Background: an optimization exercise with open tools, aiming at small area. Do not read the settings as production practice.
Only simulation tests tie the RTL to the original design; equivalence was not proved.
Power is estimated from default activity; no workload was simulated. No driver is modelled on the clock port, so clocking that relies on it looks cheaper here than on a real chip.

==> inputs of job 9265 <==
==> flow/design.v <==
module DataAggregator(
           clk, reset, bit1, bit2, bit3, bit4, read_index_yaxis, read_index_xaxis,
           out_data_yaxis, out_data_xaxis, finished
       );
input clk, reset;
input bit1, bit2, bit3, bit4;
input [6:0] read_index_yaxis, read_index_xaxis;
output [15:0] out_data_yaxis;
output [15:0] out_data_xaxis;
output finished;
wire [3:0] bits = {bit4, bit3, bit2, bit1};
reg [3:0] phase;
reg [4*17-1:0] sr;         
reg [4*5-1:0] cnt;         
reg [3:0] pv;              
reg [4*16-1:0] pdata;      
reg [3:0] pg;              
reg [4*5-1:0] pe;          
reg [8*5-1:0] idx;         
reg [7:0] flag;            
reg [7:0] wrapped;         
reg [16*256-1:0] ring;
reg [3:0] store, ins;
reg [15:0] hit, hitn;
wire [255:0] ring_in;
reg [3:0] ch;
reg [4:0] cur [0:3];
integer l, r, g;
always @(*) begin
    for (l = 0; l < 4; l = l + 1) begin
        store[l] = (cnt[5*l +: 5] == 5'd18);
        ins[l] = pv[l] && ((pe[5*l +: 4] ^ phase) == 4'hf);
        ch[l] = sr[17*l+16];
        cur[l] = ch[l] ? idx[5*(2*l+1) +: 5] : idx[5*(2*l) +: 5];
        for (r = 0; r < 4; r = r + 1) begin
            hit[4*l+r] = ins[l] && pg[l] == r/2 && pe[5*l+4] == r%2;
            hitn[4*l+r] = !hit[4*l+r];
        end
    end
end
always @(posedge clk) begin
    if (reset) phase <= 4'd0;
    else phase <= phase + 4'd1;
    for (l = 0; l < 4; l = l + 1) begin
        sr[17*l +: 17] <= {sr[17*l +: 16], bits[l]};
        if (store[l]) begin
            pdata[16*l +: 16] <= sr[17*l +: 16];
            pg[l] <= ch[l];
            pe[5*l +: 5] <= cur[l];
        end
        if (reset) begin
            cnt[5*l +: 5] <= 5'd0;
            pv[l] <= 1'b0;
        end else begin
            if (cnt[5*l +: 5] == 5'd0) cnt[5*l +: 5] <= {4'd0, bits[l]};
            else if (store[l]) cnt[5*l +: 5] <= 5'd0;
            else cnt[5*l +: 5] <= cnt[5*l +: 5] + 5'd1;
            if (store[l]) pv[l] <= 1'b1;
            else if (ins[l]) pv[l] <= 1'b0;
        end
        for (r = 0; r < 4; r = r + 1)
            ring[256*(4*l+r) +: 256] <= {ring[256*(4*l+r) +: 240], ring_in[16*(4*l+r) +: 16]};
    end
    for (g = 0; g < 8; g = g + 1) begin
        if (reset) begin
            idx[5*g +: 5] <= 5'd31;
            flag[g] <= 1'b0;
            wrapped[g] <= 1'b0;
        end else if (store[g/2] && ch[g/2] == g%2) begin
            idx[5*g +: 5] <= idx[5*g +: 5] - 5'd1;
            flag[g] <= (idx[5*g +: 5] == 5'd0);
            if (idx[5*g +: 5] == 5'd0) wrapped[g] <= 1'b1;
        end
    end
end
genvar b, k, q;
generate
for (q = 0; q < 16; q = q + 1) begin : insq
    for (b = 0; b < 16; b = b + 1) begin : insb
        DataAggregator_ins u(.a(ring[256*q+240+b]), .b(pdata[16*(q/4)+b]), .sel(hit[q]), .seln(hitn[q]),
                             .y(ring_in[16*q+b]));
    end
end
endgenerate
wire [127:0] sel_y, sel_x;
wire ma_y, mb_y, ma_x, mb_x;
DataAggregator_dec dec_y(.ridx(read_index_yaxis), .ph(phase), .pv(pv[1:0]), .pg(pg[1:0]), .pe(pe[9:0]), .gidx(idx[19:0]), .gw(wrapped[3:0]), .sel(sel_y), .ma(ma_y), .mb(mb_y));
DataAggregator_dec dec_x(.ridx(read_index_xaxis), .ph(phase), .pv(pv[3:2]), .pg(pg[3:2]), .pe(pe[19:10]), .gidx(idx[39:20]), .gw(wrapped[7:4]), .sel(sel_x), .ma(ma_x), .mb(mb_x));
generate
for (b = 0; b < 16; b = b + 1) begin : bitsl
    wire [127:0] dy, dx;
    for (k = 0; k < 128; k = k + 1) begin : w
        assign dy[k] = ring[256*(k/16) + 16*(k%16) + b];
        assign dx[k] = ring[2048 + 256*(k/16) + 16*(k%16) + b];
    end
    DataAggregator_or130 or_y(.d({pdata[16+b], pdata[b], dy}), .s({mb_y, ma_y, sel_y}), .o(out_data_yaxis[b]));
    DataAggregator_or130 or_x(.d({pdata[48+b], pdata[32+b], dx}), .s({mb_x, ma_x, sel_x}), .o(out_data_xaxis[b]));
end
endgenerate
assign finished = &flag;
endmodule
module DataAggregator_dec(ridx, ph, pv, pg, pe, gidx, gw, sel, ma, mb);
input [6:0] ridx;
input [3:0] ph;
input [1:0] pv;
input [1:0] pg;
input [9:0] pe;
input [19:0] gidx;
input [3:0] gw;
output [127:0] sel;
output reg ma, mb;
reg [3:0] st;
reg [4:0] gi;
reg valid;
reg [7:0] rsn;
reg [15:0] ssn;
integer k;
always @(*) begin
    st = ridx[3:0] + ph;
    gi = gidx[5*ridx[6:5] +: 5];
    valid = gw[ridx[6:5]] || (ridx[4:0] > gi);
    ma = pv[0] && !ridx[6] && ridx[5] == pg[0] && ridx[4:0] == pe[4:0];
    mb = pv[1] && ridx[6] && ridx[5] == pg[1] && ridx[4:0] == pe[9:5];
    for (k = 0; k < 8; k = k + 1)
        rsn[k] = !(valid && !ma && !mb && ridx[6:4] == k);
    for (k = 0; k < 16; k = k + 1)
        ssn[k] = !(st == k);
end
DataAggregator_grid grid(.rsn(rsn), .ssn(ssn), .sel(sel));
endmodule
module DataAggregator_or130(d, s, o);
input [129:0] d, s;
output o;
wire [43:0] t;
genvar k;
generate
for (k = 0; k < 43; k = k + 1) begin : g
    DataAggregator_aoi222 u(.a(d[3*k]), .b(s[3*k]), .c(d[3*k+1]), .d(s[3*k+1]),
                            .e(d[3*k+2]), .f(s[3*k+2]), .y(t[k]));
end
endgenerate
assign t[43] = ~(d[129] & s[129]);
assign o = ~&t;
endmodule
module DataAggregator_aoi222(a, b, c, d, e, f, y);
input a, b, c, d, e, f;
output y;
assign y = ~((a & b) | (c & d) | (e & f));
endmodule
module DataAggregator_grid(rsn, ssn, sel);
input [7:0] rsn;
input [15:0] ssn;
output [127:0] sel;
genvar k, s;
generate
for (k = 0; k < 8; k = k + 1) begin : r
    for (s = 0; s < 16; s = s + 1) begin : c
        assign sel[16*k+s] = ~(rsn[k] | ssn[s]);
    end
end
endgenerate
endmodule
module DataAggregator_ins(a, b, sel, seln, y);
input a, b, sel, seln;
output y;
assign y = (b & sel) | (a & seln);
endmodule
==> flow/flow/run.sh <==
#!/bin/bash
# The standard layout, with a clock tree of larger sink clusters driven by
# clkbuf_16 and without dummy loads.
set -euo pipefail
bash standard.sh \
  "CTS_ARGS=-sink_clustering_enable -repair_clock_nets -dont_use_dummy_load -buf_list sky130_fd_sc_hd__clkbuf_16 -sink_clustering_size 30 -sink_clustering_max_diameter 80" \
  finish > flow.log 2>&1
==> flow/standard.sh <==
#!/bin/bash
# synth_recipe.tcl (not shown) runs the flow's synth.tcl, then flattens the netlist and writes it again
# the make line also repeats each setting of config.mk as NAME=value (left out here)
make -C /OpenROAD-flow-scripts/flow DESIGN_CONFIG=/design/flow/config.mk WORK_HOME=/design/flow/orfs CLKGATE_MAP_FILE= SYNTH_SCRIPT=/design/flow/synth_recipe.tcl "${@:-finish}"
==> flow/config.mk <==
export PLATFORM = sky130hd
export DESIGN_NAME = DataAggregator
export DESIGN_NICKNAME = DataAggregator
export VERILOG_FILES = /design/flow/design.v
export SDC_FILE = /design/flow/constraint.sdc
export NUM_CORES = 4
export LEC_CHECK = 0
export CAP_MARGIN = 20
export CORE_MARGIN = 2
export CORE_UTILIZATION = 60
export PLACE_DENSITY = 0.7
export SLEW_MARGIN = 20
export SYNTH_HIERARCHICAL = 1
==> flow/constraint.sdc <==
create_clock -name core_clock -period 10.0 [get_ports {clk}]
set_input_delay 2.0000 -clock core_clock [delete_from_list [all_inputs] [get_ports {clk}]]
set_output_delay 2.0000 -clock core_clock [all_outputs]
set_load 0.01 [all_outputs]
==> job 9416: changes against job 9265 <==
==> flow/design.v (replaced) <==
module DataAggregator(
           clk, reset, bit1, bit2, bit3, bit4, read_index_yaxis, read_index_xaxis,
           out_data_yaxis, out_data_xaxis, finished
       );
input clk, reset;
input bit1, bit2, bit3, bit4;
input [6:0] read_index_yaxis, read_index_xaxis;
output [15:0] out_data_yaxis;
output [15:0] out_data_xaxis;
output finished;
wire [3:0] bits = {bit4, bit3, bit2, bit1};
reg [3:0] phase;
reg [4*17-1:0] sr;         
reg [4*5-1:0] cnt;         
reg [3:0] pv;              
reg [4*16-1:0] pdata;      
reg [3:0] pg;              
reg [4*5-1:0] pe;          
reg [8*5-1:0] idx;         
reg [7:0] flag;            
reg [7:0] wrapped;         
reg [16*256-1:0] ring;
reg [3:0] store, ins;
reg [3:0] ch;
reg [4:0] cur [0:3];
integer l, r, g;
always @(*) begin
    for (l = 0; l < 4; l = l + 1) begin
        store[l] = (cnt[5*l +: 5] == 5'd18);
        ins[l] = pv[l] && ((pe[5*l +: 4] ^ phase) == 4'hf);
        ch[l] = sr[17*l+16];
        cur[l] = ch[l] ? idx[5*(2*l+1) +: 5] : idx[5*(2*l) +: 5];
    end
end
always @(posedge clk) begin
    if (reset) phase <= 4'd0;
    else phase <= phase + 4'd1;
    for (l = 0; l < 4; l = l + 1) begin
        sr[17*l +: 17] <= {sr[17*l +: 16], bits[l]};
        if (store[l]) begin
            pdata[16*l +: 16] <= sr[17*l +: 16];
            pg[l] <= ch[l];
            pe[5*l +: 5] <= cur[l];
        end
        if (reset) begin
            cnt[5*l +: 5] <= 5'd0;
            pv[l] <= 1'b0;
        end else begin
            if (cnt[5*l +: 5] == 5'd0) cnt[5*l +: 5] <= {4'd0, bits[l]};
            else if (store[l]) cnt[5*l +: 5] <= 5'd0;
            else cnt[5*l +: 5] <= cnt[5*l +: 5] + 5'd1;
            if (store[l]) pv[l] <= 1'b1;
            else if (ins[l]) pv[l] <= 1'b0;
        end
        for (r = 0; r < 4; r = r + 1) begin
            ring[256*(4*l+r) +: 256] <= {ring[256*(4*l+r) +: 240],
                (ins[l] && pg[l] == r/2 && pe[5*l+4] == r%2) ? pdata[16*l +: 16]
                                                             : ring[256*(4*l+r)+240 +: 16]};
        end
    end
    for (g = 0; g < 8; g = g + 1) begin
        if (reset) begin
            idx[5*g +: 5] <= 5'd31;
            flag[g] <= 1'b0;
            wrapped[g] <= 1'b0;
        end else if (store[g/2] && ch[g/2] == g%2) begin
            idx[5*g +: 5] <= idx[5*g +: 5] - 5'd1;
            flag[g] <= (idx[5*g +: 5] == 5'd0);
            if (idx[5*g +: 5] == 5'd0) wrapped[g] <= 1'b1;
        end
    end
end
function [15:0] rd;
    input [6:0] ridx;
    input [3:0] ph;
    input [2047:0] rings;
    input [1:0] pva;
    input [31:0] pda;
    input [1:0] pga;
    input [9:0] pea;
    input [19:0] gidx;
    input [3:0] gw;
    reg [3:0] st;
    reg [4:0] gi;
    reg valid, ma, mb;
    integer k, s, b;
    reg [127:0] sel;
    reg [15:0] acc;
    begin
        st = ridx[3:0] + ph;
        gi = gidx[5*ridx[6:5] +: 5];
        valid = gw[ridx[6:5]] || (ridx[4:0] > gi);
        ma = pva[0] && !ridx[6] && ridx[5] == pga[0] && ridx[4:0] == pea[4:0];
        mb = pva[1] && ridx[6] && ridx[5] == pga[1] && ridx[4:0] == pea[9:5];
        for (k = 0; k < 8; k = k + 1)
            for (s = 0; s < 16; s = s + 1)
                sel[16*k+s] = valid && !ma && !mb && ridx[6:4] == k && st == s;
        for (b = 0; b < 16; b = b + 1) begin
            acc[b] = (ma && pda[b]) || (mb && pda[16+b]);
            for (k = 0; k < 128; k = k + 1)
                acc[b] = acc[b] || (sel[k] && rings[256*(k/16) + 16*(k%16) + b]);
        end
        rd = acc;
    end
endfunction
assign out_data_yaxis = rd(read_index_yaxis, phase, ring[2047:0], pv[1:0], pdata[31:0],
                           pg[1:0], pe[9:0], idx[19:0], wrapped[3:0]);
assign out_data_xaxis = rd(read_index_xaxis, phase, ring[4095:2048], pv[3:2], pdata[63:32],
                           pg[3:2], pe[19:10], idx[39:20], wrapped[7:4]);
assign finished = &flag;
endmodule
==> flow/run.sh (new file) <==
#!/bin/bash
# synth_recipe.tcl (not shown) runs the flow's synth.tcl, then flattens the netlist and writes it again
# the make line also repeats each setting of config.mk as NAME=value (left out here)
make -C /OpenROAD-flow-scripts/flow DESIGN_CONFIG=/design/flow/config.mk WORK_HOME=/design/flow/orfs CLKGATE_MAP_FILE= SYNTH_SCRIPT=/design/flow/synth_recipe.tcl finish
CORE_UTILIZATION = 45   (was 60)
PLACE_DENSITY = 0.6   (was 0.7)
SYNTH_HIERARCHICAL = default   (was 1)
removed: flow/flow/run.sh
removed: flow/standard.sh
==> job 1452: changes against job 9265 <==
CORE_UTILIZATION = 85   (was 60)
PLACE_DENSITY = 0.92   (was 0.7)
SETUP_SLACK_MARGIN = 0.2   (was default)
==> results.txt <==
In sequential power, job 9416 and job 9265 hardly differ. Sequential cell count is the same in job 9416 and job 9265. Against job 9265, the hold slack of job 9416 is better by 9.5 ps. Between job 9265 and job 9416, the lower count of clock-buffer cells in the layout is in job 9265 (gap 413). In job 9265 the core utilization is higher than in job 9416, by 12 points. Synthesized cell count: job 9416 is larger than job 1452 (37%). Between job 9265 and job 9416, the lower routed wire length is in job 9265 (gap 40%, measured against job 9416). In area after synthesis, job 1452 and job 9265 do not differ. Cell count: job 9265 is lower than job 9416 (about 30%). Of job 9416 and job 9265, job 9265 has the higher clock skew (gap 15 ps). Job 1452 never finished: it broke off in global routing (5_1_grt). Job 9416 finished but fails on setup timing. Job 9265 completed without violations.
==> figures <==
Number of levels in the clock H-tree: job 9265 4; job 1452 4; job 9416 5
Status: job 9265 no timing/DRC/antenna violations; job 1452 did not finish; job 9416 complete, but fails checks
Last stage reached: job 9265 -; job 1452 global routing (5_1_grt); job 9416 -
Reasons for failing layout checks: job 9265 -; job 1452 -; job 9416 setup timing
Avg WL per Cell: job 9265 33.5 um; job 1452 -; job 9416 39.8 um
Post-synthesis share of cell area spent on full adders, half adders and majority gates: job 9265 0.490%; job 1452 0.490%; job 9416 0.441%
Reg clk slew, reported paths: job 9265 100 ps; job 1452 -; job 9416 60 ps
Critical path arrival: job 9265 7960 ps; job 1452 -; job 9416 8190 ps
Syn Std Cell Area: job 9265 113000 um2; job 1452 113000 um2; job 9416 125000 um2
Slowest CP cell: job 9265 sky130_fd_sc_hd__nor4_2; job 1452 -; job 9416 sky130_fd_sc_hd__nor2_1
Clock tree from TritonCTS: job 9265 built; job 1452 -; job 9416 built
Die X: job 9265 438 um; job 1452 368 um; job 9416 532 um
Required time worst endpoint: job 9265 8000 ps; job 1452 -; job 9416 8000 ps
Number of vias per cell after detailed routing: job 9265 6.94; job 1452 -; job 9416 6.78
Share of synthesized area spent on multiplexers: job 9265 0.435%; job 1452 0.435%; job 9416 3.59%
Total stage count of the critical path: job 9265 13; job 1452 -; job 9416 13
Setup CP Type: job 9265 primary input to output pin; job 1452 -; job 9416 primary input to output pin
Worst Reg2Reg Path Length in Cells: job 9265 4; job 1452 -; job 9416 7
Layout cells sized above 1: job 9265 9.26%; job 1452 -; job 9416 16.9%
Fraction of the yosys area taken by sequential cells: job 9265 77.7%; job 1452 77.7%; job 9416 69.9%
Fill cell total of the finished layout: job 9265 13500; job 1452 -; job 9416 23300
Effective utilization at floorplan: job 9265 60.3%; job 1452 85.7%; job 9416 45.3%
Non-clock inverter total of the final layout: job 9265 61; job 1452 -; job 9416 57

## separate check: timing with driven ports
The flow's constraints put no driver on any port. The routed layouts listed below were extracted and timed again, unchanged, in two steps.
Step 1, drivers: a clkbuf_16 drives clk and a buf_2 each remaining input, both assumed.
Step 2 moves the port delays by t, midway between the first and last clock arrival at a register: inputs arrive t later, outputs are due t later. That takes back most of the time a late clock gives input paths.
Slacks: ideal / step 1 / step 2; pairs: ideal / step 1.
run | t (ns) | slack for setup (ns) | worst register clock-pin slew, ns
job 9265 | 0.923 | 0.044 / 0.021 / 0.021 | 0.12 / 0.12
job 9416 | 1.062 | -0.195 / -0.220 / -0.220 | 0.07 / 0.07
The setup slack of job 9416, which loses most, moves by -0.025 ns with the drivers and by -0.025 ns with both steps.
